This design comes from an exercise in tuning for small area on the open sky130 flow, not from production work. At most, simulation tests tie the RTL to the original design; equivalence was not proved. The RTL of runs 1 and 5 was laid out without a check of its function.

`flow/flow/run.sh`:
```
#!/bin/bash
# The standard layout (standard.sh: ORFS from synthesis to the final layout), with these
# changes, all made through ORFS's own variables:
#  - each port gets a sky130_fd_sc_hd__buf_1 as its buffer (buffer_ports -buffer_cell)
#    instead of the default clkdlybuf4s50_1;
#  - clock tree synthesis builds from clkbuf_4/clkbuf_8 and adds no dummy loads.
# Synthesis is the standard one, unchanged. The make output goes to standard.log in the
# work folder; ORFS's per-step logs stay under orfs/logs/.
set -euo pipefail
bash standard.sh synth > synth.log 2>&1
export BUFFER_PORTS_ARGS="-buffer_cell sky130_fd_sc_hd__buf_1"
export CTS_ARGS="-sink_clustering_enable -repair_clock_nets -dont_use_dummy_load -buf_list {sky130_fd_sc_hd__clkbuf_4 sky130_fd_sc_hd__clkbuf_8}"
bash standard.sh finish > standard.log 2>&1
```
`flow/standard.sh`:
```
#!/bin/bash
# synth_recipe.tcl (not shown) runs the flow's synth.tcl, then flattens the netlist and writes it again
# the make line also repeats each setting of config.mk as NAME=value (left out here)
make -C /OpenROAD-flow-scripts/flow DESIGN_CONFIG=/design/flow/config.mk WORK_HOME=/design/flow/orfs CLKGATE_MAP_FILE= SYNTH_SCRIPT=/design/flow/synth_recipe.tcl "${@:-finish}"
```
`flow/config.mk`:
```
export PLATFORM = sky130hd
export DESIGN_NAME = main
export DESIGN_NICKNAME = main
export VERILOG_FILES = /design/flow/design.v
export SDC_FILE = /design/flow/constraint.sdc
export NUM_CORES = 4
export LEC_CHECK = 0
export ABC_AREA = 1
export CAP_MARGIN = 20
export CORE_MARGIN = 2
export CORE_UTILIZATION = 40
export SLEW_MARGIN = 20
```
`flow/constraint.sdc`:
```
create_clock -name core_clock -period 15.0 [get_ports {clk}]
set_input_delay 3.0000 -clock core_clock [delete_from_list [all_inputs] [get_ports {clk}]]
set_output_delay 3.0000 -clock core_clock [all_outputs]
set_load 0.01 [all_outputs]
```
`flow/design.v`:
```
module main(in, op, apply, tail, valid, empty, clk, reset);
    input clk, reset, apply;
    input [7:0] in;
    input [2:0] op;
    output [7:0] tail;
    output reg valid;
    output empty;
    reg [7:0] t, f0, f1, f2, f3;
    reg [2:0] sz;
    wire n0  = ~sz[2] & ~sz[0];    
    wire n1  = ~sz[1] &  sz[0];
    wire n2  = ~sz[2] &  sz[1];
    wire n3  =  sz[2] &  sz[0];
    wire n4  =  sz[1] & ~sz[0];
    wire n5  =  sz[2] & ~sz[1];
    wire le1 = ~sz[2] & ~sz[1];
    wire le2 = ~sz[2];
    wire le3 = ~sz[2] |  sz[0];
    wire two =  sz[2] |  sz[1];    
    wire [2:0] sz_up = {sz[1:0], ~sz[2]};
    wire [2:0] sz_dn = {~sz[0], sz[2:1]};
    assign tail = t;
    assign empty = n0;
    wire [7:0] a = f0;                         
    wire [7:0] b = n2 ? t : f1;                
    wire is_add = (op == 3'd2);
    wire is_mul = (op == 3'd3);
    wire is_sub = (op == 3'd4);
    wire is_quo = (op == 3'd5);
    wire is_rem = (op == 3'd6);
    wire is_div = is_quo | is_rem;
    wire [7:0] hz;
    assign hz[0] = 1'b1;
    assign hz[1] = hz[0] & ~a[7];
    assign hz[2] = hz[1] & ~a[6];
    assign hz[3] = hz[2] & ~a[5];
    assign hz[4] = hz[3] & ~a[4];
    assign hz[5] = hz[4] & ~a[3];
    assign hz[6] = hz[5] & ~a[2];
    assign hz[7] = hz[6] & ~a[1];
    wire [7:0] quo;
    wire [0:0] d7_x, d7_y, d7_s, d7_r;
    wire [1:0] d7_c;
    assign d7_x = b[7];
    assign d7_y = ~a[0:0];
    assign d7_c[1] = d7_x[0] | ~a[0];
    assign quo[7] = d7_c[1] & hz[7];
    assign d7_s[0] = 1'b0;   
    assign d7_r[0] = d7_x[0] ^ (quo[7] & a[0]);
    wire [1:0] d6_x, d6_y, d6_s, d6_r;
    wire [2:0] d6_c;
    assign d6_x = {d7_r, b[6]};
    assign d6_y = ~a[1:0];
    assign d6_c[1] = d6_x[0] | ~a[0];
    assign d6_s[1] = d6_x[1] ^ d6_y[1] ^ d6_c[1];
    assign d6_c[2] = (d6_x[1] & d6_y[1]) | (d6_c[1] & (d6_x[1] ^ d6_y[1]));
    assign quo[6] = d6_c[2] & hz[6];
    assign d6_s[0] = 1'b0;   
    assign d6_r[0] = d6_x[0] ^ (quo[6] & a[0]);
    assign d6_r[1:1] = quo[6] ? d6_s[1:1] : d6_x[1:1];
    wire [2:0] d5_x, d5_y, d5_s, d5_r;
    wire [3:0] d5_c;
    assign d5_x = {d6_r, b[5]};
    assign d5_y = ~a[2:0];
    assign d5_c[1] = d5_x[0] | ~a[0];
    assign d5_s[1] = d5_x[1] ^ d5_y[1] ^ d5_c[1];
    assign d5_c[2] = (d5_x[1] & d5_y[1]) | (d5_c[1] & (d5_x[1] ^ d5_y[1]));
    assign d5_s[2] = d5_x[2] ^ d5_y[2] ^ d5_c[2];
    assign d5_c[3] = (d5_x[2] & d5_y[2]) | (d5_c[2] & (d5_x[2] ^ d5_y[2]));
    assign quo[5] = d5_c[3] & hz[5];
    assign d5_s[0] = 1'b0;   
    assign d5_r[0] = d5_x[0] ^ (quo[5] & a[0]);
    assign d5_r[2:1] = quo[5] ? d5_s[2:1] : d5_x[2:1];
    wire [3:0] d4_x, d4_y, d4_s, d4_r;
    wire [4:0] d4_c;
    assign d4_x = {d5_r, b[4]};
    assign d4_y = ~a[3:0];
    assign d4_c[1] = d4_x[0] | ~a[0];
    assign d4_s[1] = d4_x[1] ^ d4_y[1] ^ d4_c[1];
    assign d4_c[2] = (d4_x[1] & d4_y[1]) | (d4_c[1] & (d4_x[1] ^ d4_y[1]));
    assign d4_s[2] = d4_x[2] ^ d4_y[2] ^ d4_c[2];
    assign d4_c[3] = (d4_x[2] & d4_y[2]) | (d4_c[2] & (d4_x[2] ^ d4_y[2]));
    assign d4_s[3] = d4_x[3] ^ d4_y[3] ^ d4_c[3];
    assign d4_c[4] = (d4_x[3] & d4_y[3]) | (d4_c[3] & (d4_x[3] ^ d4_y[3]));
    assign quo[4] = d4_c[4] & hz[4];
    assign d4_s[0] = 1'b0;   
    assign d4_r[0] = d4_x[0] ^ (quo[4] & a[0]);
    assign d4_r[3:1] = quo[4] ? d4_s[3:1] : d4_x[3:1];
    wire [4:0] d3_x, d3_y, d3_s, d3_r;
    wire [5:0] d3_c;
    assign d3_x = {d4_r, b[3]};
    assign d3_y = ~a[4:0];
    assign d3_c[1] = d3_x[0] | ~a[0];
    assign d3_s[1] = d3_x[1] ^ d3_y[1] ^ d3_c[1];
    assign d3_c[2] = (d3_x[1] & d3_y[1]) | (d3_c[1] & (d3_x[1] ^ d3_y[1]));
    assign d3_s[2] = d3_x[2] ^ d3_y[2] ^ d3_c[2];
    assign d3_c[3] = (d3_x[2] & d3_y[2]) | (d3_c[2] & (d3_x[2] ^ d3_y[2]));
    assign d3_s[3] = d3_x[3] ^ d3_y[3] ^ d3_c[3];
    assign d3_c[4] = (d3_x[3] & d3_y[3]) | (d3_c[3] & (d3_x[3] ^ d3_y[3]));
    assign d3_s[4] = d3_x[4] ^ d3_y[4] ^ d3_c[4];
    assign d3_c[5] = (d3_x[4] & d3_y[4]) | (d3_c[4] & (d3_x[4] ^ d3_y[4]));
    assign quo[3] = d3_c[5] & hz[3];
    assign d3_s[0] = 1'b0;   
    assign d3_r[0] = d3_x[0] ^ (quo[3] & a[0]);
    assign d3_r[4:1] = quo[3] ? d3_s[4:1] : d3_x[4:1];
    wire [5:0] d2_x, d2_y, d2_s, d2_r;
    wire [6:0] d2_c;
    assign d2_x = {d3_r, b[2]};
    assign d2_y = ~a[5:0];
    assign d2_c[1] = d2_x[0] | ~a[0];
    assign d2_s[1] = d2_x[1] ^ d2_y[1] ^ d2_c[1];
    assign d2_c[2] = (d2_x[1] & d2_y[1]) | (d2_c[1] & (d2_x[1] ^ d2_y[1]));
    assign d2_s[2] = d2_x[2] ^ d2_y[2] ^ d2_c[2];
    assign d2_c[3] = (d2_x[2] & d2_y[2]) | (d2_c[2] & (d2_x[2] ^ d2_y[2]));
    assign d2_s[3] = d2_x[3] ^ d2_y[3] ^ d2_c[3];
    assign d2_c[4] = (d2_x[3] & d2_y[3]) | (d2_c[3] & (d2_x[3] ^ d2_y[3]));
    assign d2_s[4] = d2_x[4] ^ d2_y[4] ^ d2_c[4];
    assign d2_c[5] = (d2_x[4] & d2_y[4]) | (d2_c[4] & (d2_x[4] ^ d2_y[4]));
    assign d2_s[5] = d2_x[5] ^ d2_y[5] ^ d2_c[5];
    assign d2_c[6] = (d2_x[5] & d2_y[5]) | (d2_c[5] & (d2_x[5] ^ d2_y[5]));
    assign quo[2] = d2_c[6] & hz[2];
    assign d2_s[0] = 1'b0;   
    assign d2_r[0] = d2_x[0] ^ (quo[2] & a[0]);
    assign d2_r[5:1] = quo[2] ? d2_s[5:1] : d2_x[5:1];
    wire [6:0] d1_x, d1_y, d1_s, d1_r;
    wire [7:0] d1_c;
    assign d1_x = {d2_r, b[1]};
    assign d1_y = ~a[6:0];
    assign d1_c[1] = d1_x[0] | ~a[0];
    assign d1_s[1] = d1_x[1] ^ d1_y[1] ^ d1_c[1];
    assign d1_c[2] = (d1_x[1] & d1_y[1]) | (d1_c[1] & (d1_x[1] ^ d1_y[1]));
    assign d1_s[2] = d1_x[2] ^ d1_y[2] ^ d1_c[2];
    assign d1_c[3] = (d1_x[2] & d1_y[2]) | (d1_c[2] & (d1_x[2] ^ d1_y[2]));
    assign d1_s[3] = d1_x[3] ^ d1_y[3] ^ d1_c[3];
    assign d1_c[4] = (d1_x[3] & d1_y[3]) | (d1_c[3] & (d1_x[3] ^ d1_y[3]));
    assign d1_s[4] = d1_x[4] ^ d1_y[4] ^ d1_c[4];
    assign d1_c[5] = (d1_x[4] & d1_y[4]) | (d1_c[4] & (d1_x[4] ^ d1_y[4]));
    assign d1_s[5] = d1_x[5] ^ d1_y[5] ^ d1_c[5];
    assign d1_c[6] = (d1_x[5] & d1_y[5]) | (d1_c[5] & (d1_x[5] ^ d1_y[5]));
    assign d1_s[6] = d1_x[6] ^ d1_y[6] ^ d1_c[6];
    assign d1_c[7] = (d1_x[6] & d1_y[6]) | (d1_c[6] & (d1_x[6] ^ d1_y[6]));
    assign quo[1] = d1_c[7] & hz[1];
    assign d1_s[0] = 1'b0;   
    assign d1_r[0] = d1_x[0] ^ (quo[1] & a[0]);
    assign d1_r[6:1] = quo[1] ? d1_s[6:1] : d1_x[6:1];
    wire [7:0] d0_x, d0_y, d0_s, d0_r;
    wire [8:0] d0_c;
    assign d0_x = {d1_r, b[0]};
    assign d0_y = ~a[7:0];
    assign d0_c[1] = d0_x[0] | ~a[0];
    assign d0_s[1] = d0_x[1] ^ d0_y[1] ^ d0_c[1];
    assign d0_c[2] = (d0_x[1] & d0_y[1]) | (d0_c[1] & (d0_x[1] ^ d0_y[1]));
    assign d0_s[2] = d0_x[2] ^ d0_y[2] ^ d0_c[2];
    assign d0_c[3] = (d0_x[2] & d0_y[2]) | (d0_c[2] & (d0_x[2] ^ d0_y[2]));
    assign d0_s[3] = d0_x[3] ^ d0_y[3] ^ d0_c[3];
    assign d0_c[4] = (d0_x[3] & d0_y[3]) | (d0_c[3] & (d0_x[3] ^ d0_y[3]));
    assign d0_s[4] = d0_x[4] ^ d0_y[4] ^ d0_c[4];
    assign d0_c[5] = (d0_x[4] & d0_y[4]) | (d0_c[4] & (d0_x[4] ^ d0_y[4]));
    assign d0_s[5] = d0_x[5] ^ d0_y[5] ^ d0_c[5];
    assign d0_c[6] = (d0_x[5] & d0_y[5]) | (d0_c[5] & (d0_x[5] ^ d0_y[5]));
    assign d0_s[6] = d0_x[6] ^ d0_y[6] ^ d0_c[6];
    assign d0_c[7] = (d0_x[6] & d0_y[6]) | (d0_c[6] & (d0_x[6] ^ d0_y[6]));
    assign d0_s[7] = d0_x[7] ^ d0_y[7] ^ d0_c[7];
    assign d0_c[8] = (d0_x[7] & d0_y[7]) | (d0_c[7] & (d0_x[7] ^ d0_y[7]));
    assign quo[0] = d0_c[8] & hz[0];
    assign d0_s[0] = 1'b0;   
    assign d0_r[0] = d0_x[0] ^ (quo[0] & a[0]);
    assign d0_r[7:1] = quo[0] ? d0_s[7:1] : d0_x[7:1];
    wire [0:0] m7_r;
    assign m7_r = a[0] & b[7];
    wire [1:0] m6_r;
    wire [1:0] m6_s;
    wire [2:0] m6_c;
    assign m6_s[0] = a[0] & b[6];
    assign m6_c[1] = 1'b0;
    assign m6_s[1] = m7_r[0] ^ (a[1] & b[6]) ^ m6_c[1];
    assign m6_c[2] = (m7_r[0] & (a[1] & b[6])) | (m6_c[1] & (m7_r[0] ^ (a[1] & b[6])));
    assign m6_r = m6_s;
    wire [2:0] m5_r;
    wire [2:0] m5_s;
    wire [3:0] m5_c;
    assign m5_s[0] = a[0] & b[5];
    assign m5_c[1] = 1'b0;
    assign m5_s[1] = m6_r[0] ^ (a[1] & b[5]) ^ m5_c[1];
    assign m5_c[2] = (m6_r[0] & (a[1] & b[5])) | (m5_c[1] & (m6_r[0] ^ (a[1] & b[5])));
    assign m5_s[2] = m6_r[1] ^ (a[2] & b[5]) ^ m5_c[2];
    assign m5_c[3] = (m6_r[1] & (a[2] & b[5])) | (m5_c[2] & (m6_r[1] ^ (a[2] & b[5])));
    assign m5_r = m5_s;
    wire [3:0] m4_r;
    wire [3:0] m4_s;
    wire [4:0] m4_c;
    assign m4_s[0] = a[0] & b[4];
    assign m4_c[1] = 1'b0;
    assign m4_s[1] = m5_r[0] ^ (a[1] & b[4]) ^ m4_c[1];
    assign m4_c[2] = (m5_r[0] & (a[1] & b[4])) | (m4_c[1] & (m5_r[0] ^ (a[1] & b[4])));
    assign m4_s[2] = m5_r[1] ^ (a[2] & b[4]) ^ m4_c[2];
    assign m4_c[3] = (m5_r[1] & (a[2] & b[4])) | (m4_c[2] & (m5_r[1] ^ (a[2] & b[4])));
    assign m4_s[3] = m5_r[2] ^ (a[3] & b[4]) ^ m4_c[3];
    assign m4_c[4] = (m5_r[2] & (a[3] & b[4])) | (m4_c[3] & (m5_r[2] ^ (a[3] & b[4])));
    assign m4_r = m4_s;
    wire [4:0] m3_r;
    wire [4:0] m3_s;
    wire [5:0] m3_c;
    assign m3_s[0] = a[0] & b[3];
    assign m3_c[1] = 1'b0;
    assign m3_s[1] = m4_r[0] ^ (a[1] & b[3]) ^ m3_c[1];
    assign m3_c[2] = (m4_r[0] & (a[1] & b[3])) | (m3_c[1] & (m4_r[0] ^ (a[1] & b[3])));
    assign m3_s[2] = m4_r[1] ^ (a[2] & b[3]) ^ m3_c[2];
    assign m3_c[3] = (m4_r[1] & (a[2] & b[3])) | (m3_c[2] & (m4_r[1] ^ (a[2] & b[3])));
    assign m3_s[3] = m4_r[2] ^ (a[3] & b[3]) ^ m3_c[3];
    assign m3_c[4] = (m4_r[2] & (a[3] & b[3])) | (m3_c[3] & (m4_r[2] ^ (a[3] & b[3])));
    assign m3_s[4] = m4_r[3] ^ (a[4] & b[3]) ^ m3_c[4];
    assign m3_c[5] = (m4_r[3] & (a[4] & b[3])) | (m3_c[4] & (m4_r[3] ^ (a[4] & b[3])));
    assign m3_r = m3_s;
    wire [5:0] m2_r;
    wire [5:0] m2_s;
    wire [6:0] m2_c;
    assign m2_s[0] = a[0] & b[2];
    assign m2_c[1] = 1'b0;
    assign m2_s[1] = m3_r[0] ^ (a[1] & b[2]) ^ m2_c[1];
    assign m2_c[2] = (m3_r[0] & (a[1] & b[2])) | (m2_c[1] & (m3_r[0] ^ (a[1] & b[2])));
    assign m2_s[2] = m3_r[1] ^ (a[2] & b[2]) ^ m2_c[2];
    assign m2_c[3] = (m3_r[1] & (a[2] & b[2])) | (m2_c[2] & (m3_r[1] ^ (a[2] & b[2])));
    assign m2_s[3] = m3_r[2] ^ (a[3] & b[2]) ^ m2_c[3];
    assign m2_c[4] = (m3_r[2] & (a[3] & b[2])) | (m2_c[3] & (m3_r[2] ^ (a[3] & b[2])));
    assign m2_s[4] = m3_r[3] ^ (a[4] & b[2]) ^ m2_c[4];
    assign m2_c[5] = (m3_r[3] & (a[4] & b[2])) | (m2_c[4] & (m3_r[3] ^ (a[4] & b[2])));
    assign m2_s[5] = m3_r[4] ^ (a[5] & b[2]) ^ m2_c[5];
    assign m2_c[6] = (m3_r[4] & (a[5] & b[2])) | (m2_c[5] & (m3_r[4] ^ (a[5] & b[2])));
    assign m2_r = m2_s;
    wire [6:0] m1_r;
    wire [6:0] m1_s;
    wire [7:0] m1_c;
    assign m1_s[0] = a[0] & b[1];
    assign m1_c[1] = 1'b0;
    assign m1_s[1] = m2_r[0] ^ (a[1] & b[1]) ^ m1_c[1];
    assign m1_c[2] = (m2_r[0] & (a[1] & b[1])) | (m1_c[1] & (m2_r[0] ^ (a[1] & b[1])));
    assign m1_s[2] = m2_r[1] ^ (a[2] & b[1]) ^ m1_c[2];
    assign m1_c[3] = (m2_r[1] & (a[2] & b[1])) | (m1_c[2] & (m2_r[1] ^ (a[2] & b[1])));
    assign m1_s[3] = m2_r[2] ^ (a[3] & b[1]) ^ m1_c[3];
    assign m1_c[4] = (m2_r[2] & (a[3] & b[1])) | (m1_c[3] & (m2_r[2] ^ (a[3] & b[1])));
    assign m1_s[4] = m2_r[3] ^ (a[4] & b[1]) ^ m1_c[4];
    assign m1_c[5] = (m2_r[3] & (a[4] & b[1])) | (m1_c[4] & (m2_r[3] ^ (a[4] & b[1])));
    assign m1_s[5] = m2_r[4] ^ (a[5] & b[1]) ^ m1_c[5];
    assign m1_c[6] = (m2_r[4] & (a[5] & b[1])) | (m1_c[5] & (m2_r[4] ^ (a[5] & b[1])));
    assign m1_s[6] = m2_r[5] ^ (a[6] & b[1]) ^ m1_c[6];
    assign m1_c[7] = (m2_r[5] & (a[6] & b[1])) | (m1_c[6] & (m2_r[5] ^ (a[6] & b[1])));
    assign m1_r = m1_s;
    wire [7:0] m0_r;
    wire [7:0] m0_x = is_mul ? {m1_r, 1'b0} : b;
    wire [7:0] m0_y = is_mul ? (a & {8{b[0]}}) : (a ^ {8{is_sub}});
    wire [8:0] m0_c;
    wire [7:0] m0_s;
    assign m0_c[0] = ~is_mul & is_sub;
    assign m0_s[0] = m0_x[0] ^ m0_y[0] ^ m0_c[0];
    assign m0_c[1] = (m0_x[0] & m0_y[0]) | (m0_c[0] & (m0_x[0] ^ m0_y[0]));
    assign m0_s[1] = m0_x[1] ^ m0_y[1] ^ m0_c[1];
    assign m0_c[2] = (m0_x[1] & m0_y[1]) | (m0_c[1] & (m0_x[1] ^ m0_y[1]));
    assign m0_s[2] = m0_x[2] ^ m0_y[2] ^ m0_c[2];
    assign m0_c[3] = (m0_x[2] & m0_y[2]) | (m0_c[2] & (m0_x[2] ^ m0_y[2]));
    assign m0_s[3] = m0_x[3] ^ m0_y[3] ^ m0_c[3];
    assign m0_c[4] = (m0_x[3] & m0_y[3]) | (m0_c[3] & (m0_x[3] ^ m0_y[3]));
    assign m0_s[4] = m0_x[4] ^ m0_y[4] ^ m0_c[4];
    assign m0_c[5] = (m0_x[4] & m0_y[4]) | (m0_c[4] & (m0_x[4] ^ m0_y[4]));
    assign m0_s[5] = m0_x[5] ^ m0_y[5] ^ m0_c[5];
    assign m0_c[6] = (m0_x[5] & m0_y[5]) | (m0_c[5] & (m0_x[5] ^ m0_y[5]));
    assign m0_s[6] = m0_x[6] ^ m0_y[6] ^ m0_c[6];
    assign m0_c[7] = (m0_x[6] & m0_y[6]) | (m0_c[6] & (m0_x[6] ^ m0_y[6]));
    assign m0_s[7] = m0_x[7] ^ m0_y[7] ^ m0_c[7];
    assign m0_c[8] = (m0_x[7] & m0_y[7]) | (m0_c[7] & (m0_x[7] ^ m0_y[7]));
    assign m0_r = m0_s;
    wire [7:0] prod = m0_r;
    wire [7:0] rem = d0_r;
    wire [7:0] as = m0_r;
    wire is_as = is_add | is_sub;
    wire [7:0] res = ({8{is_quo}} & quo) | ({8{is_rem}} & rem) | ({8{is_mul}} & prod) | ({8{is_as}} & as);
    wire push = (op == 3'd0);
    wire pop  = (op == 3'd1);
    wire good = push ? ~n5 :
                pop  ? ~n0 :
                (op == 3'd7) ? 1'b0 :
                is_div ? (two & (a != 8'd0)) : two;
    wire ok = apply & good;
    wire [7:0] nv = push ? in : res;
    always @(posedge clk or posedge reset)
        if (reset) begin
            valid <= 1'b1;
            sz <= 3'd0;
        end else if (apply) begin
            if (!good) valid <= 1'b0;
            else sz <= push ? sz_up : sz_dn;
        end
    wire arith = ~push & ~pop;
    wire p_ok = ok & push, o_ok = ok & pop, r_ok = ok & arith;
    wire f0_f1 = o_ok, f0_f2 = r_ok & ~le3, f0_t = (p_ok & le1) | (r_ok & le3);
    wire f1_f2 = o_ok, f1_f3 = r_ok & n5, f1_t = (p_ok & le2) | (r_ok & ~n5);
    wire f2_f3 = o_ok, f2_t = (p_ok & le3) | r_ok;
    wire f3_t = ok & ~pop;
    wire t_in = p_ok, t_res = r_ok;
    wire f0_h = ~(f0_f1 | f0_f2 | f0_t);
    wire f1_h = ~(f1_f2 | f1_f3 | f1_t);
    wire f2_h = ~(f2_f3 | f2_t);
    wire f3_h = ~f3_t;
    wire t_h = ~(t_in | t_res);
    always @(posedge clk) begin
        f0 <= ({8{f0_h}} & f0) | ({8{f0_f1}} & f1) | ({8{f0_f2}} & f2) | ({8{f0_t}} & t);
        f1 <= ({8{f1_h}} & f1) | ({8{f1_f2}} & f2) | ({8{f1_f3}} & f3) | ({8{f1_t}} & t);
        f2 <= ({8{f2_h}} & f2) | ({8{f2_f3}} & f3) | ({8{f2_t}} & t);
        f3 <= ({8{f3_h}} & f3) | ({8{f3_t}} & t);
        t  <= ({8{t_h}} & t) | ({8{t_in}} & in) | ({8{t_res}} & res);
    end
endmodule
```
==> out/metrics.yaml, run 1 <==
ys_ff_latch: 44
maxCapViolations: 0
antennaDiodeCount: 0
syn2layout_area_growth_pct: 9.85
hold_path_end: "f2[4]"
clock_sinks: 44
status: "timing/DRC/antenna clean"
htreeDepth: 2
fmax_mhz: 70.3
ys_async_sr_fraction_pct: 9.09
r2r-start: "sz[1]"
hold_ws_ns: 0.479
worstPathRequired_ns: 15.19
drc: 0
path_class: "flip-flop to flip-flop"
gp_congestion: 0.921
ctsHoldBuffers: 0
antenna_found_initial: 0
finalSetupTns_ns: 0
viasPerCell: 5.37
syn_inst: 621
initialDrtViolationCount: 403
cts_tree: "done"
dp_hpwl_um: 10200
grt_pass1_wl_um: 21100
ys.flop_type: "dfxtp_1"
ys_types: 44
whs_path_depth: 2
synth_area_per_cell_um2: 7.10
critPathLaunchType: "flip-flop"
dp.cells: 784
drive_gt1_share_pct: 9.65
critPathBufInv: 8
hold_path_class: "flip-flop to flip-flop"
finalNetCount: 719
via_count: 4256
arrival_ns: 14.41
wl_per_cell_um: 16.4
rrSetupSlack_ns: 0.78
cts_buffers: 5
grt_pass1_vias: 4198
die_area_mm2: 0.0119
finalHoldViolCount: 0
final_common_cell: "nand2_1"
port_buffers: 23
yosysWarnings: 1
rr_worst_depth: 63
timing.final.max_slew_violations: 0
synthesis.nets: 685
reg2reg_to: "t[1]"
crit_fanout: 11
worstMarginPinSlew_ns: 1.11
fp.dieH_um: 109
grtUsageTotal_pct: 23.0
ant_nets: 0
period_needed_ns: 14.22
rows: 38
core-area_mm2: 0.0108
finClkSkew_ns: 0.0200
n_fill_cell: 1091
grt_max_degree: 20
synth-edff-count: 8
ios: 24
insertion_delay_ns: 0.31
clock_path_buffers: 2
die_w_um: 109
hold_path_startpoint: "f2[4]"
start_util_pct: 40.8
wl_um: 13000
relSlewSlack_pct: 25.7
setup_viol: 0
grt.overflow.total: 0
clk_pin_slew_ns: 0.08
firstDrtPassIters: 5
ys_seq_area_share_pct: 22.3
fin_crit_sh_pct: 94.8
end_kind: "flip-flop"
netlist_area_mm2: 0.00441
final_cell_mix: "nand2_1, nand3_1, inv_1"
cts.root.buffer_cell: "clkbuf_8"
crit_slowest_cell: "dfrtp_2"
slowest_delay_ns: 0.49
stdcell_count: 793
critical_path.top_delay_family: "adder cells"
path_common_cell: "fa_1"
==> routing by layer <==
layer	global-route usage [%]	up-vias	part of all wire (%)
met3	3.65	23	6.9
met1	32.9	2014	47
met5	0	-	0
met2	36.0	153	44
met4	6.41	0	2.0
li1	-	2066	-
==> worst register-to-register path, delay by kind of cell (launching register included) <==
| kind | cells | cell delay, ns |
|---|---|---|
| AO/OA/AOI/OAI | 5 | 0.65 |
| XOR/XNOR | 5 | 0.83 |
| adder cells (fa/ha/maj) | 28 | 9.77 |
| buffers and inverters | 8 | 0.56 |
| flip-flops | 1 | 0.49 |
| AND/OR/NAND/NOR | 17 | 1.81 |
==> worst max-delay path by stage <==
stage	end	startpoint	depth (start not counted)	slack, ns
floorplan	t[5]	f0[1]	67	1.07
finish	t[1]	sz[1]	63	0.78
CTS	t[5]	sz[1]	65	0.09
global route	t[1]	f0[6]	65	-0.04
global placement	t[5]	sz[1]	65	0.48
detailed placement	t[5]	sz[1]	65	0.09
==> layout make-up <==
type / count / area [µm²] / share of cell area (%)
multi-input cells: 483 / 3100 / 64.0
flip-flops and latches: 44 / 985 / 20.3
inverters: 84 / 323 / 6.67
repair buffers: 37 / 191 / 3.95
well taps: 140 / 175 / 3.62
clock buffers: 5 / 68.8 / 1.42
==> cells in the mapped netlist (3+ instances only) <==
cell type | count | area share (%)
nand2_1 | 192 | 16
nand3_1 | 76 | 8.6
inv_1 | 71 | 6.0
nor2_1 | 49 | 4.2
fa_1 | 45 | 20
dfxtp_1 | 32 | 15
a22oi_1 | 24 | 4.1
a21oi_1 | 18 | 2.0
o21ai_0 | 14 | 1.6
edfxtp_1 | 8 | 5.5
inv_2 | 8 | 0.68
o211ai_1 | 6 | 1.0
xor2_1 | 6 | 1.2
clkinv_1 | 5 | 0.43
ha_1 | 5 | 1.4
o21ai_1 | 5 | 0.57
buf_4 | 4 | 0.68
clkbuf_1 | 4 | 0.34
nand2_2 | 4 | 0.57
nor2_2 | 4 | 0.57
or2_2 | 4 | 0.57
and2_1 | 3 | 0.43
dfrtp_1 | 3 | 1.7
nand4_1 | 3 | 0.43
nor3_2 | 3 | 0.68
xnor2_1 | 3 | 0.60
==> cells by family after synthesis <==
group | synth area share [%]
and+or+nand+nor | 34.4
buffers and inverters | 8.55
AOI/OAI and AO/OA | 11.1
adders and majority gates | 21.9
DFF | 22.3
xor gates and xnor gates | 1.79
==> repair_timing <==
item / in CTS / in global routing
resized for setup: 0 / 19
hold endpoints to repair: 0 / 0
setup endpoints to repair: 0 / 8
buffers inserted: 0 / 4
==> metrics by stage <==
step / cell area (µm²) / setup WS [ns] / utilization, %
after CTS: 4750 / 0.0889 / 44.0
after global placement: 4680 / 0.478 / 43.4
after floorplan: 4410 / 1.07 / -
final: 4840 / 0.783 / 44.9
after detailed placement: 4680 / 0.0919 / 43.4
after global routing: 4840 / -0.0371 / 44.9
==> run 2: changes to the inputs <==
--- a/flow/design.v
+++ b/flow/design.v
@@ -52,25 +52,25 @@
     assign d6_x = {d7_r, b[6]};
     assign d6_y = ~a[1:0];
     assign d6_c[1] = d6_x[0] | ~a[0];
-    assign d6_s[1] = d6_x[1] ^ d6_y[1] ^ d6_c[1];
-    assign d6_c[2] = (d6_x[1] & d6_y[1]) | (d6_c[1] & (d6_x[1] ^ d6_y[1]));
+    assign d6_c[2] = (d6_x[1] ^ d6_y[1]) ? d6_c[1] : d6_x[1];
+    assign d6_s[1] = 1'b0;   
     assign quo[6] = d6_c[2] & hz[6];
     assign d6_s[0] = 1'b0;   
     assign d6_r[0] = d6_x[0] ^ (quo[6] & a[0]);
-    assign d6_r[1:1] = quo[6] ? d6_s[1:1] : d6_x[1:1];
+    assign d6_r[1:1] = d6_x[1:1] ^ ({1{quo[6]}} & (d6_y[1:1] ^ d6_c[1:1]));
     wire [2:0] d5_x, d5_y, d5_s, d5_r;
     wire [3:0] d5_c;
     assign d5_x = {d6_r, b[5]};
     assign d5_y = ~a[2:0];
     assign d5_c[1] = d5_x[0] | ~a[0];
-    assign d5_s[1] = d5_x[1] ^ d5_y[1] ^ d5_c[1];
-    assign d5_c[2] = (d5_x[1] & d5_y[1]) | (d5_c[1] & (d5_x[1] ^ d5_y[1]));
-    assign d5_s[2] = d5_x[2] ^ d5_y[2] ^ d5_c[2];
-    assign d5_c[3] = (d5_x[2] & d5_y[2]) | (d5_c[2] & (d5_x[2] ^ d5_y[2]));
+    assign d5_c[2] = (d5_x[1] ^ d5_y[1]) ? d5_c[1] : d5_x[1];
+    assign d5_s[1] = 1'b0;   
+    assign d5_c[3] = (d5_x[2] ^ d5_y[2]) ? d5_c[2] : d5_x[2];
+    assign d5_s[2] = 1'b0;   
     assign quo[5] = d5_c[3] & hz[5];
     assign d5_s[0] = 1'b0;   
     assign d5_r[0] = d5_x[0] ^ (quo[5] & a[0]);
-    assign d5_r[2:1] = quo[5] ? d5_s[2:1] : d5_x[2:1];
+    assign d5_r[2:1] = d5_x[2:1] ^ ({2{quo[5]}} & (d5_y[2:1] ^ d5_c[2:1]));
     wire [3:0] d4_x, d4_y, d4_s, d4_r;
     wire [4:0] d4_c;
     assign d4_x = {d5_r, b[4]};
@@ -276,10 +276,7 @@
     wire [7:0] res = ({8{is_quo}} & quo) | ({8{is_rem}} & rem) | ({8{is_mul}} & prod) | ({8{is_as}} & as);
     wire push = (op == 3'd0);
     wire pop  = (op == 3'd1);
-    wire good = push ? ~n5 :
-                pop  ? ~n0 :
-                (op == 3'd7) ? 1'b0 :
-                is_div ? (two & (a != 8'd0)) : two;
+    wire good = (push & ~n5) | (pop & ~n0) | (two & (is_add | is_mul | is_sub)) | (two & is_div & (a != 8'd0));
     wire ok = apply & good;
     wire [7:0] nv = push ? in : res;
     always @(posedge clk or posedge reset)
==> out/metrics.yaml, run 2 <==
critPathBufInv: 7  # -1
stdcell_count: 737  # -7.1%
synth_top_family_by_area: "simple AND/OR/NAND/NOR gates"
finalSetupTns_ns: 0  # unchanged
clock_sinks: 44  # unchanged
via_count: 3867  # -9.1%
cts_buffers: 5  # unchanged
synth_area_per_cell_um2: 7.40  # +4.3%
wl_um: 11900  # -8.6%
synth.most_common_cell: "nand2_1"
ctsHoldBuffers: 0  # unchanged
firstDrtPassIters: 5  # unchanged
fmax_mhz: 73.2  # +4.1%
drc: 0  # unchanged
initialDrtViolationCount: 260  # -35%
ys_async_sr_fraction_pct: 9.09  # unchanged
synth_top_area_cell: "fa_1"
synth-simple-area-share_pct: 27.2  # -7.2 points
muxShareOfSynthArea_pct: 0  # unchanged
viasPerCell: 5.25  # -2.2%
final_cell_mix: "nand2_1, inv_1, nor2_1"
synth_compound_area_share_pct: 16.1  # +5.0 points
yosysWarnings: 1  # unchanged
ys_types: 48  # +9.1%
start_util_pct: 40.9  # +0.11 points
period_needed_ns: 13.66  # -0.562 ns
drive_gt1_share_pct: 9.65  # about the same
fp.dieH_um: 106  # -2.4%
synth_adder_area_share_pct: 21.6  # -0.30 points
path_common_cell: "fa_1"
slowest_delay_ns: 0.44  # -0.05 ns
status: "timing/DRC/antenna clean"
finalNetCount: 664  # -7.6%
ys.flop_type: "dfxtp_1"
grt_max_degree: 23  # +15%
crit_slowest_cell: "dfrtp_1"
cts_tree: "done"
clk_pin_slew_ns: 0.07  # about the same
final_common_cell: "nand2_1"
setup_viol: 0  # unchanged
grt_pass1_vias: 3751  # -11%
gp_congestion: 0.923  # +0.26%
rsz0062_at_grt: "no"
maxCapViolations: 0  # unchanged
die_area_mm2: 0.0113  # -4.8%
antennaDiodeCount: 0  # unchanged
end_kind: "flip-flop"
finalHoldViolCount: 0  # unchanged
htreeDepth: 2  # unchanged
die_w_um: 106  # -2.4%
grt_pass1_wl_um: 19500  # -7.4%
synthTopCellsByCount: "nand2_1, inv_1, nor2_1"
core-area_mm2: 0.0102  # -5.2%
grt.overflow.total: 0  # unchanged
hold_path_class: "flip-flop to flip-flop"
dp_worst_setup_slack_ns: 1.07  # +0.977 ns
ys_ff_latch: 44  # unchanged
cts.root.buffer_cell: "clkbuf_8"
synth_top_area_share_pct: 20.1  # -0.37 points
ys_seq_area_share_pct: 23.4  # +1.2 points
rows: 37  # -2.6%
hold_ws_ns: 0.477  # -0.00174 ns
synth-edff-count: 8  # unchanged
worstPathRequired_ns: 15.17  # -0.02 ns
finClkSkew_ns: 0.0180  # -0.00197 ns
ys_top_cells_by_area: "fa_1, dfxtp_1, nand2_1"
syn_inst: 566  # -8.9%
arrival_ns: 13.83  # -0.58 ns
critPathLaunchType: "flip-flop"
antenna_found_initial: 0  # unchanged
relSlewSlack_pct: 42.1  # +16 points
ant_nets: 0  # unchanged
insertion_delay_ns: 0.30  # about the same
port_buffers: 23  # unchanged
setup_slack_ns: 1.34  # +0.562 ns
clock_path_buffers: 2  # unchanged
synthesis.nets: 627  # -8.5%
fin_crit_sh_pct: 91.0  # -3.7 points
netlist_area_mm2: 0.00419  # -4.9%
wl_per_cell_um: 16.1  # -1.7%
synth_xor_area_share_pct: 3.52  # +1.7 points
crit_fanout: 15  # +4
critical_path.top_delay_family: "adder cells"
path_class: "flip-flop to flip-flop"
dp_hpwl_um: 9260  # -9.0%
n_fill_cell: 1103  # +1.1%
syn2layout_area_growth_pct: 10.1
dp.cells: 720  # -8.2%
worstMarginPinSlew_ns: 0.862  # -0.244 ns
ios: 24  # unchanged
grtUsageTotal_pct: 21.9  # -1.1 points
timing.final.max_slew_violations: 0  # unchanged
[run 2: changes by cell type after synthesis, sizes merged, moves of 5 or more]
cell / before / now
xor2: 6 / 13
inv: 79 / 74
nor2: 55 / 62
nand2: 196 / 159
nand3: 77 / 29
o21ai: 21 / 38
a22oi: 24 / 19
[run 2: path summary, 6_finish.rpt]
path / startpoint / endpoint / slack [ns] / depth (start not counted)
max reg2reg: sz[2] / t[0] / 1.34 / 58
max: sz[2] / t[0] / 1.34 / 58
min reg2reg: f2[7] / f2[7] / 0.48 / 2
min in group asynchronous: reset / sz[2] / 2.56 / 2
min: f2[7] / f2[7] / 0.48 / 2
max in group asynchronous: reset / valid / 12.21 / 2
[run 2: stage by stage]
stage	cell area, µm²	util, %
finish	4610	45.1
global placement	4440	43.4
floorplan	4190	-
CTS	4510	44.1
global route	4610	45.1
detailed placement	4440	43.4
[run 2: final cells by class]
type,count,area [µm²],share of cell area [%]
repair buffers,41,221,4.80
inverters,78,304,6.59
clock buffers,5,68.8,1.49
multi-input cells,433,2870,62.1
well taps,136,170,3.69
flip-flops and latches,44,982,21.3
[run 2: cell families (layout without fill, tap and decap cells)]
family | Yosys count | in the layout
AO/OA/AOI/OAI | 100 | 100
flip-flops | 44 | 44
AND/OR/NAND/NOR | 270 | 270
buffers and inverters | 89 | 124
XOR/XNOR | 16 | 16
adder cells (fa/ha/maj) | 47 | 47
[run 2: tightest hold or removal path, delay by kind of cell, from the launching register on]
kind | cells | cell delay (ns)
DFF | 1 | 0.33
and+or+nand+nor | 2 | 0.10
[run 2: per-layer routing]
layer	GRT usage, %	part of all wire, %	up-vias	routed length (µm)
met5	0	0	-	0
met4	5.73	1.5	0	180
met3	2.33	5.4	15	638
met2	36.8	48	117	5690
met1	30.0	45	1834	5370
li1	-	-	1901	-
[run 2: timing repair]
action / CTS / global route
gates resized for setup: 0 / 4
setup buffers: 0 / 12
endpoints found under the setup margin: 0 / 8
==> run 3: changes to the inputs <==
--- a/flow/config.mk
+++ b/flow/config.mk
@@ -9,4 +9,5 @@
 export CAP_MARGIN = 20
 export CORE_MARGIN = 2
 export CORE_UTILIZATION = 40
+export GPL_TIMING_DRIVEN = 0
 export SLEW_MARGIN = 20
==> out/metrics.yaml, run 3 <==
synth_top_area_share_pct: 20.1  # unchanged
critPathLaunchType: "flip-flop"
path_class: "flip-flop to flip-flop"
die_w_um: 106  # unchanged
slowest_delay_ns: 0.53  # +0.09 ns
gp_congestion: 0.874  # -5.3%
synth_area_per_cell_um2: 7.40  # unchanged
synthesis.nets: 627  # unchanged
finalSetupTns_ns: 0  # unchanged
ys_async_sr_fraction_pct: 9.09  # unchanged
rsz0062_at_grt: "no"
dp_hpwl_um: 9150  # -1.2%
antennaDiodeCount: 0  # unchanged
post_cts_buffers: 0  # unchanged
relSlewSlack_pct: 37.3  # -4.8 points
r2r-start: "f0[3]"
ys.flop_type: "dfxtp_1"
critical_path.top_delay_family: "adder cells"
finalHoldViolCount: 0  # unchanged
yosysWarnings: 1  # unchanged
syn_inst: 566  # unchanged
via_count: 3897  # +0.78%
firstDrtPassIters: 4  # -1
crit_fanout: 10  # -5
worstMarginPinSlew_ns: 0.937  # +0.0744 ns
worstSetupStartpoint: "f0[3]"
fp.dieH_um: 106  # unchanged
end_kind: "flip-flop"
cts.root.buffer_cell: "clkbuf_8"
cts_buffers: 5  # unchanged
netlist_area_mm2: 0.00419  # unchanged
maxCapViolations: 0  # unchanged
placed_area_mm2: 0.00445  # +0.14%
period_needed_ns: 14.04  # +0.385 ns
worstPathRequired_ns: 15.27  # +0.10 ns
ys_top_cells_by_area: "fa_1, dfxtp_1, nand2_1"
finalNetCount: 657  # -1.1%
drc: 0  # unchanged
grt.overflow.total: 0  # unchanged
grtUsageTotal_pct: 22.0  # +0.10 points
cts_tree: "done"
syn2layout_area_growth_pct: 7.86
path_common_cell: "fa_1"
drive_gt1_share_pct: 6.73  # -2.9 points
fin_crit_sh_pct: 93.6  # +2.6 points
ys_seq_area_share_pct: 23.4  # unchanged
synth_top_area_cell: "fa_1"
timing.final.max_slew_violations: 0  # unchanged
core-area_mm2: 0.0102  # unchanged
grt_pass1_wl_um: 19600  # +0.50%
ctsResizeCount: 0  # unchanged
antenna_found_initial: 0  # unchanged
ant_nets: 0  # unchanged
setup_viol: 0  # unchanged
final_common_cell: "nand2_1"
synth-edff-count: 8  # unchanged
clock_sinks: 44  # unchanged
die_area_mm2: 0.0113  # unchanged
clock_path_buffers: 2  # unchanged
ys_types: 48  # unchanged
crit_slowest_cell: "dfxtp_1"
port_buffers: 23  # unchanged
start_util_pct: 40.9  # unchanged
insertion_delay_ns: 0.31  # about the same
final_cell_area_mm2: 0.00452  # -2.0%
fin_util_pct: 44.2  # -0.92 points
arrival_ns: 14.31  # +0.48 ns
synthTopCellsByCount: "nand2_1, inv_1, nor2_1"
finClkSkew_ns: 0.0243  # +0.00624 ns
critPathBufInv: 7  # unchanged
grt_max_degree: 15  # -35%
wl_um: 11600  # -2.5%
synth.most_common_cell: "nand2_1"
rows: 37  # unchanged
ctsHoldBuffers: 0  # unchanged
status: "timing/DRC/antenna clean"
viasPerCell: 5.34  # +1.7%
clk_pin_slew_ns: 0.09  # +0.02 ns
hold_path_startpoint: "valid"
fmax_mhz: 71.2  # -2.7%
wl_per_cell_um: 15.9  # -1.6%
hold_path_class: "flip-flop to flip-flop"
final_cell_mix: "nand2_1, inv_1, nor2_1"
ios: 24  # unchanged
initialDrtViolationCount: 262  # +0.77%
grt_pass1_vias: 3843  # +2.5%
ys_ff_latch: 44  # unchanged
htreeDepth: 2  # unchanged
-- run 3: cell counts after synthesis --
Identical to the previous run, type by type.
-- run 3: worst min-delay path, stage by stage, from the launching register on --
cell and delay (ns):
dfstp_2 0.36, o21ai_0 0.07, inv_1 0.04
-- run 3: area by class of cell --
class                           count  area [µm²]
Fill cell                        1074        5710
Clock buffer                        5        68.8
Multi-Input combinational cell    433        2860
Sequential cell                    44         982
Tap cell                          136         170
Inverter                           78         297
Buffer                             11        51.3
Timing Repair Buffer               23        86.3
-- run 3: per-stage QoR --
stage / cells / hold WS, ns / setup slack [ns]
after global routing: 730 / 0.518 / 0.0229
after CTS: 730 / 0.475 / 0.804
after detailed placement: 725 / 0.460 / 0.799
final: 730 / 0.470 / 0.959
after global placement: 725 / 0.452 / 1.02
after floorplan: 566 / 0.442 / 2.54
-- run 3: layer usage --
metal	up-vias	GRT usage [%]	wire, µm
li1	1888	-	-
met1	1872	28.5	5090
met2	119	37.0	5560
met3	18	3.86	688
met4	0	7.52	250
met5	-	0	0
-- run 3: cells by family (layout without fill, tap and decap cells) --
logic type / Yosys count / after routing / synth area share (%)
buf+inv: 89 / 117 / 8.21
compound gates: 100 / 100 / 16.1
flops: 44 / 44 / 23.4
xor+xnor: 16 / 16 / 3.52
simple gates: 270 / 270 / 27.2
fa+ha+maj: 47 / 47 / 21.6
-- run 3: path summary, 6_finish.rpt --
check / end / slack, ns / cells after the start
worst max-delay path: t[3] / 0.96 / 58
worst min-delay path: valid / 0.47 / 2
worst max register to register: t[3] / 0.96 / 58
worst min register to register: valid / 0.47 / 2
max in group asynchronous: valid / 12.23 / 2
min in group asynchronous: sz[0] / 2.55 / 2
==> run 4: changes to the inputs <==
==> flow/flow/run.sh (replaced) <==
#!/bin/bash
# The standard layout (standard.sh: ORFS from synthesis to the final layout), with these
# changes, all made through ORFS's own variables:
#  - each port gets a sky130_fd_sc_hd__buf_1 as its buffer (buffer_ports -buffer_cell)
#    instead of the default clkdlybuf4s50_1;
#  - clock tree synthesis builds from clkbuf_4/clkbuf_8 and adds no dummy loads;
#  - after synthesis, the larger plain buffers (buf_4 and up) are marked don't-use, so the
#    buffering that placement and repair add uses small buffers.
# Synthesis is the standard one, unchanged. The make output goes to synth.log and
# standard.log in the work folder; ORFS's per-step logs stay under orfs/logs/.
set -euo pipefail
bash standard.sh synth > synth.log 2>&1
export BUFFER_PORTS_ARGS="-buffer_cell sky130_fd_sc_hd__buf_1"
export CTS_ARGS="-sink_clustering_enable -repair_clock_nets -dont_use_dummy_load -buf_list {sky130_fd_sc_hd__clkbuf_4 sky130_fd_sc_hd__clkbuf_8}"
export DONT_USE_CELLS="sky130_fd_sc_hd__buf_4 sky130_fd_sc_hd__buf_6 sky130_fd_sc_hd__buf_8 sky130_fd_sc_hd__buf_12 sky130_fd_sc_hd__buf_16 sky130_fd_sc_hd__bufbuf_8 sky130_fd_sc_hd__bufbuf_16"
bash standard.sh finish > standard.log 2>&1
--- a/flow/config.mk
+++ b/flow/config.mk
@@ -9,5 +9,4 @@
 export CAP_MARGIN = 20
 export CORE_MARGIN = 2
 export CORE_UTILIZATION = 40
-export GPL_TIMING_DRIVEN = 0
 export SLEW_MARGIN = 20
==> out/metrics.yaml, run 4 <==
stdcell_count: 737  # +0.96%
die_w_um: 106  # unchanged
synth_area_per_cell_um2: 7.40  # unchanged
syn2layout_area_growth_pct: 10.1
ctsHoldBuffers: 0  # unchanged
status: "timing/DRC/antenna clean"
port_buffers: 23  # unchanged
ys_async_sr_fraction_pct: 9.09  # unchanged
start_util_pct: 40.9  # unchanged
fp.dieH_um: 106  # unchanged
dp_hpwl_um: 9260  # +1.2%
synth_top_area_share_pct: 20.1  # unchanged
fmax_mhz: 73.2  # +2.8%
insertion_delay_ns: 0.30  # about the same
finalHoldViolCount: 0  # unchanged
critPathLaunchType: "flip-flop"
drc: 0  # unchanged
viasPerCell: 5.25  # -1.7%
grt_max_degree: 23  # +8
synthTopCellsByCount: "nand2_1, inv_1, nor2_1"
final_common_cell: "nand2_1"
gp_congestion: 0.923  # +5.6%
die_area_mm2: 0.0113  # unchanged
htreeDepth: 2  # unchanged
antenna_found_initial: 0  # unchanged
ys_top_cells_by_area: "fa_1, dfxtp_1, nand2_1"
grtUsageTotal_pct: 21.9  # -0.10 points
ys_seq_area_share_pct: 23.4  # unchanged
crit_fanout: 15  # +5
ys_ff_latch: 44  # unchanged
via_count: 3867  # -0.77%
timing.final.max_slew_violations: 0  # unchanged
rsz0062_at_grt: "no"
netlist_area_mm2: 0.00419  # unchanged
final_cell_area_mm2: 0.00461  # +2.1%
synth-edff-count: 8  # unchanged
hold_path_class: "flip-flop to flip-flop"
n_fill_cell: 1103  # +2.7%
worstMarginPinSlew_ns: 0.862  # -0.0744 ns
arrival_ns: 13.83  # -0.48 ns
wl_per_cell_um: 16.1  # +1.6%
clk_pin_slew_ns: 0.07  # -0.02 ns
placed_area_mm2: 0.00444  # -0.14%
end_kind: "flip-flop"
antennaDiodeCount: 0  # unchanged
clock_sinks: 44  # unchanged
clock_path_buffers: 2  # unchanged
synthesis.nets: 627  # unchanged
path_class: "flip-flop to flip-flop"
grt_pass1_wl_um: 19500  # -0.49%
finClkSkew_ns: 0.0180  # -0.00624 ns
period_needed_ns: 13.66  # -0.385 ns
crit_slowest_cell: "dfrtp_1"
firstDrtPassIters: 5  # +1
worstPathRequired_ns: 15.17  # -0.10 ns
final_cell_mix: "nand2_1, inv_1, nor2_1"
cts.root.buffer_cell: "clkbuf_8"
ys.flop_type: "dfxtp_1"
relSlewSlack_pct: 42.1  # +4.8 points
synth.most_common_cell: "nand2_1"
wl_um: 11900  # +2.6%
grt_pass1_vias: 3751  # -2.4%
ys_types: 48  # unchanged
ant_nets: 0  # unchanged
cts_tree: "done"
setup_viol: 0  # unchanged
core-area_mm2: 0.0102  # unchanged
finalSetupTns_ns: 0  # unchanged
maxCapViolations: 0  # unchanged
finalNetCount: 664  # +1.1%
slowest_delay_ns: 0.44  # -0.09 ns
fin_crit_sh_pct: 91.0  # -2.6 points
rows: 37  # unchanged
ios: 24  # unchanged
hold_ws_ns: 0.477  # +0.00736 ns
grt.overflow.total: 0  # unchanged
dp.cells: 720  # -0.69%
yosysWarnings: 1  # unchanged
syn_inst: 566  # unchanged
drive_gt1_share_pct: 9.65  # +2.9 points
initialDrtViolationCount: 260  # -0.76%
cts_buffers: 5  # unchanged
path_common_cell: "fa_1"
synth_top_area_cell: "fa_1"
run 4: path summary, 6_finish.rpt:
kind | to | from | slack [ns] | depth (start not counted)
max in group asynchronous | valid | reset | 12.21 | 2
min in group asynchronous | sz[2] | reset | 2.56 | 2
hold reg to reg | f2[7] | f2[7] | 0.48 | 2
hold / removal | f2[7] | f2[7] | 0.48 | 2
setup reg to reg | t[0] | sz[2] | 1.34 | 58
setup / recovery | t[0] | sz[2] | 1.34 | 58
run 4: kinds of logic after synthesis:
logic type | after synthesis | share of synthesized area (%)
AND/OR/NAND/NOR | 270 | 27.2
AO/OA/AOI/OAI | 100 | 16.1
buffers and inverters | 89 | 8.21
adder cells (fa/ha/maj) | 47 | 21.6
flip-flops | 44 | 23.4
XOR/XNOR | 16 | 3.52
run 4: through the flow:
stage	util (%)	setup WS, ns
4_1_cts	44.1	1.01
2_1_floorplan	-	2.54
3_5_place_dp	43.4	1.07
5_1_grt	45.1	0.0712
6_report	45.1	1.34
3_3_place_gp	43.4	1.44
run 4: routing by layer:
| layer | vias up | track usage, % | part of all wire (%) |
|---|---|---|---|
| met5 | - | 0 | 0 |
| met4 | 0 | 5.73 | 1.5 |
| met3 | 15 | 2.33 | 5.4 |
| met2 | 117 | 36.8 | 48 |
| met1 | 1834 | 30.0 | 45 |
| li1 | 1901 | - | - |
run 4: layout make-up:
class	count	area (µm²)	area share, %
Clock buffer	5	68.8	1.49
Sequential cell	44	982	21.3
Inverter	78	304	6.59
Multi-Input combinational cell	433	2870	62.1
Tap cell	136	170	3.69
Timing Repair Buffer	41	221	4.80
run 4: critical path: cells and delay by family (launching register included):
kind            cells  cell delay, ns
compound gates      3            0.68
xor+xnor            4            0.88
buf+inv             7            0.73
flops               1            0.44
simple gates       19            2.28
fa+ha+maj          25            8.52
run 4: what timing repair did:
item | in CTS | in global routing
endpoints found under the setup margin | 0 | 8
buffers inserted | 0 | 12
resized for setup | 0 | 4
==> run 5: changes to the inputs <==
--- a/flow/design.v
+++ b/flow/design.v
@@ -22,7 +22,7 @@
     assign tail = t;
     assign empty = n0;
     wire [7:0] a = f0;                         
-    wire [7:0] b = n2 ? t : f1;                
+    wire [7:0] b = f1;                         
     wire is_add = (op == 3'd2);
     wire is_mul = (op == 3'd3);
     wire is_sub = (op == 3'd4);
@@ -52,25 +52,25 @@
     assign d6_x = {d7_r, b[6]};
     assign d6_y = ~a[1:0];
     assign d6_c[1] = d6_x[0] | ~a[0];
-    assign d6_c[2] = (d6_x[1] ^ d6_y[1]) ? d6_c[1] : d6_x[1];
-    assign d6_s[1] = 1'b0;   
+    assign d6_s[1] = d6_x[1] ^ d6_y[1] ^ d6_c[1];
+    assign d6_c[2] = (d6_x[1] & d6_y[1]) | (d6_c[1] & (d6_x[1] ^ d6_y[1]));
     assign quo[6] = d6_c[2] & hz[6];
     assign d6_s[0] = 1'b0;   
     assign d6_r[0] = d6_x[0] ^ (quo[6] & a[0]);
-    assign d6_r[1:1] = d6_x[1:1] ^ ({1{quo[6]}} & (d6_y[1:1] ^ d6_c[1:1]));
+    assign d6_r[1:1] = quo[6] ? d6_s[1:1] : d6_x[1:1];
     wire [2:0] d5_x, d5_y, d5_s, d5_r;
     wire [3:0] d5_c;
     assign d5_x = {d6_r, b[5]};
     assign d5_y = ~a[2:0];
     assign d5_c[1] = d5_x[0] | ~a[0];
-    assign d5_c[2] = (d5_x[1] ^ d5_y[1]) ? d5_c[1] : d5_x[1];
-    assign d5_s[1] = 1'b0;   
-    assign d5_c[3] = (d5_x[2] ^ d5_y[2]) ? d5_c[2] : d5_x[2];
-    assign d5_s[2] = 1'b0;   
+    assign d5_s[1] = d5_x[1] ^ d5_y[1] ^ d5_c[1];
+    assign d5_c[2] = (d5_x[1] & d5_y[1]) | (d5_c[1] & (d5_x[1] ^ d5_y[1]));
+    assign d5_s[2] = d5_x[2] ^ d5_y[2] ^ d5_c[2];
+    assign d5_c[3] = (d5_x[2] & d5_y[2]) | (d5_c[2] & (d5_x[2] ^ d5_y[2]));
     assign quo[5] = d5_c[3] & hz[5];
     assign d5_s[0] = 1'b0;   
     assign d5_r[0] = d5_x[0] ^ (quo[5] & a[0]);
-    assign d5_r[2:1] = d5_x[2:1] ^ ({2{quo[5]}} & (d5_y[2:1] ^ d5_c[2:1]));
+    assign d5_r[2:1] = quo[5] ? d5_s[2:1] : d5_x[2:1];
     wire [3:0] d4_x, d4_y, d4_s, d4_r;
     wire [4:0] d4_c;
     assign d4_x = {d5_r, b[4]};
@@ -272,11 +272,13 @@
     wire [7:0] prod = m0_r;
     wire [7:0] rem = d0_r;
     wire [7:0] as = m0_r;
-    wire is_as = is_add | is_sub;
-    wire [7:0] res = ({8{is_quo}} & quo) | ({8{is_rem}} & rem) | ({8{is_mul}} & prod) | ({8{is_as}} & as);
+    wire [7:0] res = is_quo ? quo : is_rem ? rem : is_mul ? prod : as;
     wire push = (op == 3'd0);
     wire pop  = (op == 3'd1);
-    wire good = (push & ~n5) | (pop & ~n0) | (two & (is_add | is_mul | is_sub)) | (two & is_div & (a != 8'd0));
+    wire good = push ? ~n5 :
+                pop  ? ~n0 :
+                (op == 3'd7) ? 1'b0 :
+                is_div ? (two & (a != 8'd0)) : two;
     wire ok = apply & good;
     wire [7:0] nv = push ? in : res;
     always @(posedge clk or posedge reset)
@@ -288,22 +290,23 @@
             else sz <= push ? sz_up : sz_dn;
         end
     wire arith = ~push & ~pop;
-    wire p_ok = ok & push, o_ok = ok & pop, r_ok = ok & arith;
-    wire f0_f1 = o_ok, f0_f2 = r_ok & ~le3, f0_t = (p_ok & le1) | (r_ok & le3);
-    wire f1_f2 = o_ok, f1_f3 = r_ok & n5, f1_t = (p_ok & le2) | (r_ok & ~n5);
-    wire f2_f3 = o_ok, f2_t = (p_ok & le3) | r_ok;
-    wire f3_t = ok & ~pop;
-    wire t_in = p_ok, t_res = r_ok;
-    wire f0_h = ~(f0_f1 | f0_f2 | f0_t);
-    wire f1_h = ~(f1_f2 | f1_f3 | f1_t);
-    wire f2_h = ~(f2_f3 | f2_t);
-    wire f3_h = ~f3_t;
-    wire t_h = ~(t_in | t_res);
-    always @(posedge clk) begin
-        f0 <= ({8{f0_h}} & f0) | ({8{f0_f1}} & f1) | ({8{f0_f2}} & f2) | ({8{f0_t}} & t);
-        f1 <= ({8{f1_h}} & f1) | ({8{f1_f2}} & f2) | ({8{f1_f3}} & f3) | ({8{f1_t}} & t);
-        f2 <= ({8{f2_h}} & f2) | ({8{f2_f3}} & f3) | ({8{f2_t}} & t);
-        f3 <= ({8{f3_h}} & f3) | ({8{f3_t}} & t);
-        t  <= ({8{t_h}} & t) | ({8{t_in}} & in) | ({8{t_res}} & res);
-    end
+    always @(posedge clk)
+        if (ok) begin
+            if (!pop) t <= nv;
+            if (push) begin
+                if (le1) f0 <= t;
+                if (le1) f1 <= nv;
+                if (le3) f2 <= t;
+                f3 <= t;
+            end else if (pop) begin
+                f0 <= f1;
+                f1 <= n3 ? t : f2;
+                f2 <= f3;
+            end else begin
+                f0 <= le3 ? t : f2;
+                f1 <= n3 ? nv : n4 ? t : f3;
+                f2 <= t;
+                f3 <= t;
+            end
+        end
 endmodule
==> flow/flow/run.sh (replaced) <==
#!/bin/bash
# The standard layout (standard.sh: ORFS from synthesis to the final layout), with these
# changes, all made through ORFS's own variables:
#  - each port gets a sky130_fd_sc_hd__buf_1 as its buffer (buffer_ports -buffer_cell)
#    instead of the default clkdlybuf4s50_1;
#  - clock tree synthesis builds from clkbuf_4/clkbuf_8 and adds no dummy loads;
#  - after global routing's timing repair, repair_timing -recover_power downsizes gates
#    that have slack to spare (RECOVER_POWER).
# Synthesis is the standard one, unchanged. The make output goes to standard.log in the
# work folder; ORFS's per-step logs stay under orfs/logs/.
set -euo pipefail
bash standard.sh synth > synth.log 2>&1
export BUFFER_PORTS_ARGS="-buffer_cell sky130_fd_sc_hd__buf_1"
export CTS_ARGS="-sink_clustering_enable -repair_clock_nets -dont_use_dummy_load -buf_list {sky130_fd_sc_hd__clkbuf_4 sky130_fd_sc_hd__clkbuf_8}"
export RECOVER_POWER=${RECOVER_POWER_PCT:-100}
bash standard.sh finish > standard.log 2>&1
--- a/flow/config.mk
+++ b/flow/config.mk
@@ -5,7 +5,6 @@
 export SDC_FILE = /design/flow/constraint.sdc
 export NUM_CORES = 4
 export LEC_CHECK = 0
-export ABC_AREA = 1
 export CAP_MARGIN = 20
 export CORE_MARGIN = 2
 export CORE_UTILIZATION = 40
==> out/metrics.yaml, run 5 <==
crit_fanout: 8  # -7
fp.dieH_um: 116  # +9.3%
maxCapViolations: 0  # unchanged
via_count: 4632  # +20%
synthesis.nets: 642  # +2.4%
synth_xor_area_share_pct: 3.57  # +0.050 points
ant_nets: 0  # unchanged
core-area_mm2: 0.0125  # +22%
fmax_mhz: 69.8  # -4.7%
timing.final.max_slew_violations: 0  # unchanged
ys_seq_area_share_pct: 25.8  # +2.4 points
die_w_um: 116  # +9.3%
grt_pass1_wl_um: 25000  # +28%
final_cell_mix: "nand2_1, nor2_1, buf_4"
initialDrtViolationCount: 361  # +39%
finalNetCount: 686  # +3.3%
syn2layout_area_growth_pct: 13.5
die_area_mm2: 0.0135  # +20%
netlist_area_mm2: 0.00504  # +20%
period_needed_ns: 14.33  # +0.670 ns
finalHoldViolCount: 0  # unchanged
cts_buffers: 5  # unchanged
synth_area_per_cell_um2: 8.72  # +18%
grtUsageTotal_pct: 23.9  # +2.1 points
ys.flop_type: "edfxtp_1"
gp_congestion: 0.940  # +1.9%
critPathBufInv: 5  # -2
relSlewSlack_pct: 14.9  # -27 points
ctsHoldBuffers: 0  # unchanged
synth_compound_area_share_pct: 18.2  # +2.1 points
insertion_delay_ns: 0.31  # about the same
hold_path_class: "flip-flop to flip-flop"
synth_adder_area_share_pct: 19.1  # -2.4 points
fin_crit_sh_pct: 95.5  # +4.5 points
arrival_ns: 14.40  # +0.57 ns
ys_ff_latch: 44  # unchanged
placed_area_mm2: 0.00539  # +21%
synth.most_common_cell: "nand2_1"
crit_slowest_cell: "fa_2"
synth-edff-count: 40  # +32
wl_per_cell_um: 19.6  # +22%
worstMarginPinSlew_ns: 1.28  # +0.413 ns
clock_sinks: 44  # unchanged
viasPerCell: 5.85  # +11%
cts.root.buffer_cell: "clkbuf_8"
synth_top_area_cell: "edfxtp_1"
worstPathRequired_ns: 15.07  # -0.10 ns
start_util_pct: 40.4  # -0.51 points
synth-simple-area-share_pct: 20.9  # -6.3 points
port_buffers: 23  # unchanged
final_common_cell: "nand2_1"
antennaDiodeCount: 0  # unchanged
slowest_delay_ns: 0.46  # +0.02 ns
path_common_cell: "fa_1"
cts_tree: "done"
ys_types: 64  # +33%
drc: 0  # unchanged
rsz0062_at_grt: "no"
antenna_found_initial: 0  # unchanged
status: "timing/DRC/antenna clean"
path_class: "flip-flop to flip-flop"
finalSetupTns_ns: 0  # unchanged
clock_path_buffers: 2  # unchanged
n_fill_cell: 1208  # +9.5%
clk_pin_slew_ns: 0.08  # about the same
ys_async_sr_fraction_pct: 9.09  # unchanged
fin_util_pct: 45.9  # +0.81 points
syn_inst: 578  # +2.1%
grt_max_degree: 53  # +130%
critPathLaunchType: "flip-flop"
ios: 24  # unchanged
yosysWarnings: 1  # unchanged
htreeDepth: 2  # unchanged
ys_top_cells_by_area: "edfxtp_1, fa_1, nand2_1"
finClkSkew_ns: 0.0190  # +0.000923 ns
synthTopCellsByCount: "nand2_1, nor2_1, fa_1"
firstDrtPassIters: 6  # +1
drive_gt1_share_pct: 17.3  # +7.6 points
synth_top_family_by_area: "simple AND/OR/NAND/NOR gates"
setup_viol: 0  # unchanged
final_cell_area_mm2: 0.00572  # +24%
critical_path.top_delay_family: "adder cells"
synth_top_area_share_pct: 23.8  # +3.8 points
muxShareOfSynthArea_pct: 6.38  # +6.4 points
rows: 41  # +11%
dp_hpwl_um: 11400  # +23%
end_kind: "flip-flop"
wl_um: 15600  # +31%
grt_pass1_vias: 4578  # +22%
grt.overflow.total: 0  # unchanged
==> run 5: per-layer routing <==
| metal | global-route usage [%] | routed length (µm) |
|---|---|---|
| met5 | 0 | 0 |
| met3 | 3.01 | 938 |
| met4 | 7.78 | 342 |
| met1 | 32.4 | 6620 |
| met2 | 40.1 | 7660 |
==> run 5: final cells by class <==
type                            count  area (µm²)  share of cell area [%]
Timing Repair Buffer               74         470                    8.22
Tap cell                          172         215                    3.76
Multi-Input combinational cell    457        3510                    61.4
Inverter                           40         150                    2.62
Sequential cell                    44        1300                    22.8
Clock buffer                        5        68.8                    1.20
==> run 5: timing repair <==
action / 4_1_cts / 5_1_grt
gates resized for setup: 9 / 14
hold endpoints to repair: 0 / 0
pin swaps: 3 / 7
setup endpoints to repair: 14 / 16
setup buffers: 21 / 4
==> run 5: path summary, 6_finish.rpt <==
| check | start | end | slack, ns | cells after the start |
|---|---|---|---|---|
| min reg2reg | valid | valid | 0.47 | 1 |
| max reg2reg | f0[5] | f1[7] | 0.67 | 53 |
| max in group asynchronous | reset | valid | 12.24 | 2 |
| max | f0[5] | f1[7] | 0.67 | 53 |
| min in group asynchronous | reset | sz[1] | 2.53 | 2 |
| min | valid | valid | 0.47 | 1 |
==> run 5: kinds of logic (layout without fill, tap and decap cells) <==
kind of cell / Yosys count / count (layout)
buffers and inverters: 77 / 119
XOR/XNOR: 19 / 19
AND/OR/NAND/NOR: 218 / 218
multiplexers: 30 / 30
AO/OA/AOI/OAI: 140 / 140
adder cells (fa/ha/maj): 50 / 50
flip-flops: 44 / 44
==> run 5: worst reg2reg max path: cells and delay by family, from the launching register on <==
kind | cells | cell delay [ns]
fa+ha+maj | 26 | 9.22
flops | 1 | 0.41
simple gates | 11 | 1.85
compound gates | 8 | 1.69
xor+xnor | 3 | 0.62
buf+inv | 5 | 0.27
==> run 5: per-stage QoR <==
step	setup WS (ns)	hold slack, ns	cells
final	0.675	0.467	792
after global routing	0.0295	0.475	792
after CTS	0.115	0.468	788
after detailed placement	-0.390	0.459	762
after global placement	0.0674	0.445	762
after floorplan	0.0370	0.466	578

==> separate check: timing with driven ports <==
The results above use ideal ports. As a check the final layouts listed here were re-extracted and re-timed, cells and wires unchanged. Step 1 sets driving cells, clkbuf_16 on the clock port and buf_2 on the other inputs (assumed; they add their load-dependent delay and slew). Step 2 also shifts input and output timing later by t, the mid clock arrival at the registers, as if the neighbouring blocks saw the same clock. Three values: ideal ports, drivers, drivers and shift; two values: the first two.
run	t, ns	setup WS [ns]	clock arrival spread, ns
run 1	0.330	0.783 / 0.783 / 0.783	0.020 / 0.020
run 2	0.318	1.344 / 1.344 / 1.344	0.018 / 0.018
run 3	0.328	0.959 / 0.959 / 0.959	0.024 / 0.025
run 4	0.318	1.344 / 1.344 / 1.344	0.018 / 0.018
run 5	0.331	0.675 / 0.675 / 0.675	0.019 / 0.019
After both steps setup and hold are still met in every run listed.
